Context: an optimization exercise on an open-source flow, tuned for small area. The choices shown serve that exercise and are no tape-out recipe. In this exercise RTL edits were held to simulation tests only and were not proved equivalent to the original.

==> inputs of build 50 <==
Design sid_filter, start of the top module:
module sid_filter (
    input  logic               clk,
    input  logic               rst,
    input  logic [4:0]         cycle,
    input  logic [31:0]        freg,
    input  logic               cfg_model,
    input  logic [8:0]         cfg_fc_base,
    input  logic signed [10:0] cfg_fc_offset,
    input  logic signed [21:0] voice_i,
    output logic signed [19:0] audio_o
);
==> flow/config.mk <==
export PLATFORM = sky130hd
export DESIGN_NAME = sid_filter
export DESIGN_NICKNAME = sid_filter
export VERILOG_FILES = /design/flow/design.v
export SDC_FILE = /design/flow/constraint.sdc
export NUM_CORES = 4
export LEC_CHECK = 0
export ABC_AREA = 1
export CAP_MARGIN = 20
export CORE_MARGIN = 2
export CORE_UTILIZATION = 65
export GPL_TIMING_DRIVEN = 0
export PLACE_DENSITY = 0.75
export SLEW_MARGIN = 20
export SYNTH_MEMORY_MAX_BITS = 32768
==> flow/constraint.sdc <==
create_clock -name core_clock -period 18.0 [get_ports {clk}]
set_input_delay 3.6000 -clock core_clock [delete_from_list [all_inputs] [get_ports {clk}]]
set_output_delay 3.6000 -clock core_clock [all_outputs]
set_load 0.01 [all_outputs]
standard.sh (not shown) runs the stock make flow with config.mk's settings and CLKGATE_MAP_FILE= SYNTH_SCRIPT=/design/flow/synth_recipe.tcl, a recipe that flattens the netlist after the stock synthesis.
==> flow/flow/run.sh <==
#!/bin/bash
# Own layout flow: the standard synthesis, then
#  - resynth.sh re-maps the combinational cells with an area-oriented ABC
#    script (registers and full adders untouched),
#  - fixfa.py removes inverters between full adders (choosing each full
#    adder's polarity; the logic and the registers stay the same),
#  - ports are buffered with the smallest buffer (buf_1),
# then the standard layout from the synthesized netlist on.
set -euo pipefail
R=orfs/results/${FLOW_PLATFORM}/sid_filter/base
LIB=$FLOW_HOME/platforms/${FLOW_PLATFORM}/lib/sky130_fd_sc_hd__tt_025C_1v80.lib
bash standard.sh synth > synth.log 2>&1
cp $R/1_2_yosys.v $R/1_2_yosys_orig.v
bash flow/resynth.sh $LIB $R/1_2_yosys_orig.v $R/1_2_yosys_rs.v flow/resynth.abc > resynth.log 2>&1
python3 flow/fixfa.py $R/1_2_yosys_rs.v $R/1_2_yosys_fixfa.v > fixfa.log 2>&1
cp $R/1_2_yosys_fixfa.v $R/1_2_yosys.v
touch $R/1_2_yosys.v
export BUFFER_PORTS_ARGS="-buffer_cell sky130_fd_sc_hd__buf_1"
bash standard.sh > layout.log 2>&1
==> flow/flow/resynth.abc <==
&get -n
&st
&dch -f
&nf -R 1000 -p
&put
topo
stime -c
==> flow/flow/resynth.sh <==
#!/bin/bash
# Re-maps the combinational logic of a synthesized netlist with an
# area-oriented ABC script.  Flip-flops and full adders stay as they are
# (black boxes, same instance names); every other cell, half adders
# included, is read as its liberty function and mapped again.
# Usage: resynth.sh LIB in.v out.v abc_script
set -euo pipefail
LIB=$1; IN=$2; OUT=$3; SCR=$4
YOSYS=$(command -v yosys || echo "$FLOW_HOME/../tools/install/yosys/bin/yosys")
DU="-dont_use *lpflow* -dont_use *probe* -dont_use *clkbuf* -dont_use *clkinv* -dont_use *dlygate* -dont_use *dlymetal* -dont_use *clkdly*"
"$YOSYS" -p "read_liberty -ignore_miss_func $LIB; read_verilog $IN; hierarchy -top $FLOW_TOP; \
  blackbox sky130_fd_sc_hd__fa_* sky130_fd_sc_hd__df* sky130_fd_sc_hd__edf* sky130_fd_sc_hd__conb_*; \
  flatten; rename -hide w:*.*; opt_clean -purge; abc -liberty $LIB $DU -D ${FLOW_PERIOD_NS}000 -script $SCR; opt_clean; \
  hilomap -singleton -hicell sky130_fd_sc_hd__conb_1 HI -locell sky130_fd_sc_hd__conb_1 LO; \
  splitnets; opt_clean -purge; stat -liberty $LIB; write_verilog -noattr -nohex -nodec $OUT"
Other scripts of this flow, unchanged in this note and not shown: flow/flow/fixfa.py
==> trial 8: changes against build 50 <==
--- a/flow/design.v
+++ b/flow/design.v
@@ -1598,20 +1598,16 @@
     logic signed [15:0] v5, v4, v3, v2, v1, v0;
     logic signed [15:0] v_next;
     logic [14:0]        a;
     logic signed [15:0] b;
     logic [33:0]        mx;
     logic [26:10]       my;
     logic [33:0]        o;
-    logic [14:0] a_op;
-    always_comb begin
-        a_op = (ph_lpbp || ph_hp) ? a : { 11'b0, vol };
-    end
     muladd opamp (
-        .a (a_op),
+        .a (a),
         .b (b),
         .x (mx),
         .y (my),
         .k (ph_hp),
         .o (o)
     );
     always_comb begin
@@ -1634,29 +1630,30 @@
         end else if (c_3 || c_5 || c_6) begin
             { v5, v4, v3, v2, v1, v0 } <= { v4, v3, v2, v1, v0, v_next };
         end
     end
     logic [10:0]        fc;
     logic [11:0]        fc_offset;
     logic [12:0]        dac_x;
-    logic signed [10:0] fc_x, fc_x_next;
+    logic signed [10:0] fc_x;
     always_comb begin
         fc = { freg_fc_hi, freg_fc_lo[2:0] };
         fc_offset = { 12'(signed'(cfg_fc_offset)) } + 12'h600;
     end
     sid_dac fc_dac (
         .vin  (fc),
         .noff (~{ fc_offset[11], fc_offset }),
         .x    (dac_x)
     );
-    always_comb begin
-        fc_x_next = (signed'(dac_x) < -1023) ? -11'sd1023 :
+    always_ff @(posedge clk) begin
+        if (c_1) begin
+            fc_x <= (signed'(dac_x) < -1023) ? -11'sd1023 :
                     (signed'(dac_x) >  1023) ?  11'sd1023 :
                     dac_x[10:0];
-        fc_x = a[10:0];
+        end
     end
     logic [9:0]  tanh_i;
     logic [13:0] tanh_y;
     logic [14:0] w0_p, w0_q, w0;
     logic        w0_c;
     sid_tanh tanh_tbl (
         .i (tanh_i),
@@ -1768,14 +1765,14 @@
         if (c_5) begin
             mode <= freg_mode[2:1];
             vol  <= freg_vol;
         end
     end
     always_ff @(posedge clk) begin
         unique0 case (1'b1)
-          c_1:      a <= 15'(unsigned'(fc_x_next));
-          c_2:      a <= w0;
+          c_2, c_4: a <= w0;
           c_5:      a <= 15'(_1_Q_lsl10);
+          c_8:      a <= 15'(vol);
           default: ;
         endcase
     end
 endmodule
==> flow/flow/run.sh (replaced) <==
#!/bin/bash
# Own layout flow: the standard synthesis, then
#  - fixfa.py removes inverters between full adders (choosing each full
#    adder's polarity; the logic and the registers stay the same),
#  - ports are buffered with the smallest buffer (buf_1),
# then the standard layout from the synthesized netlist on.
set -euo pipefail
R=orfs/results/${FLOW_PLATFORM}/sid_filter/base
bash standard.sh synth > synth.log 2>&1
python3 flow/fixfa.py $R/1_2_yosys.v $R/1_2_yosys_fixfa.v > fixfa.log 2>&1
cp $R/1_2_yosys.v $R/1_2_yosys_orig.v
cp $R/1_2_yosys_fixfa.v $R/1_2_yosys.v
touch $R/1_2_yosys.v
export BUFFER_PORTS_ARGS="-buffer_cell sky130_fd_sc_hd__buf_1"
bash standard.sh > layout.log 2>&1
GPL_TIMING_DRIVEN = not set   (was 0)
removed: flow/flow/resynth.abc
removed: flow/flow/resynth.sh
==> trial 39: changes against build 50 <==
==> flow/flow/run.sh (replaced) <==
#!/bin/bash
# Own layout flow: the standard synthesis, then
#  - fixfa.py removes inverters between full adders (choosing each full
#    adder's polarity; the logic and the registers stay the same),
#  - ports are buffered with the smallest buffer (buf_1),
# then the standard layout from the synthesized netlist on.
set -euo pipefail
R=orfs/results/${FLOW_PLATFORM}/sid_filter/base
bash standard.sh synth > synth.log 2>&1
python3 flow/fixfa.py $R/1_2_yosys.v $R/1_2_yosys_fixfa.v > fixfa.log 2>&1
cp $R/1_2_yosys.v $R/1_2_yosys_orig.v
cp $R/1_2_yosys_fixfa.v $R/1_2_yosys.v
touch $R/1_2_yosys.v
export BUFFER_PORTS_ARGS="-buffer_cell sky130_fd_sc_hd__buf_1"
bash standard.sh > layout.log 2>&1
GPL_TIMING_DRIVEN = not set   (was 0)
removed: flow/flow/resynth.abc
removed: flow/flow/resynth.sh
==> impl_results.md <==
- CTS sink cnt: a little under 200
- Pre-antenna DRT Iters: 9
- R2r endpoint: v0[6]
- PostCTS Resize Cnt: 0
- Chip width: 191 um
- Run status: finished clean
The numbers above come from trial 8.

==> impl_results.md <==
- N_taps: just under 400
- Total global routing overflow: 0
- PostCTS Resize Cnt: 4
- Chip width: 180 um
- Run status: finished clean
- Cells after Synth: roughly 2,300
- Final wirelength: between 70,000 and 80,000 um
- Syn_area_per_cell: approximately 8.7 sq um
- R2r endpoint: v0[1]
- Pre-antenna DRT Iters: 10
- WP data required: around 18 ns
- CTS sink cnt: 184
The numbers above come from build 50.

==> impl_results.md <==
- CTS sink cnt: around 180
- PostCTS Resize Cnt: 0
- R2r endpoint: v0[4]
- Starting Density: about 66%
- R2R depth: 50
- Run status: finished clean
- Pre-antenna DRT Iters: 10
- CTS tree: yes
- HP Class: reg -> reg
The numbers above come from trial 39.

re-timing with driven ports:
The flow's constraints put no driver on any port. The routed layouts listed below were extracted and timed again, unchanged, in two steps. Step 1 (the two cells are an assumption about what drives the block):
set clk [get_ports {clk}]
set_driving_cell -lib_cell sky130_fd_sc_hd__clkbuf_16 $clk
set_driving_cell -lib_cell sky130_fd_sc_hd__buf_2 [delete_from_list [all_inputs] $clk]
Step 2, shift: input delay + t, output delay - t, t = (earliest + latest rising clock arrival at the registers) / 2. This alone moves slack from input paths to output paths. Slacks: no drivers / after step 1 / after step 2; pairs: no drivers / after step 1.
run | t (ns) | slack for setup (ns) | worst data-port slew with drivers (ns)
build 50 | 0.511 | 0.425 / 0.425 / 0.425 | 0.05
trial 8 | 0.518 | 0.764 / 0.764 / 0.764 | 0.05
trial 39 | 0.512 | 0.836 / 0.836 / 0.836 | 0.05
After both steps setup and hold are still met in every run listed.
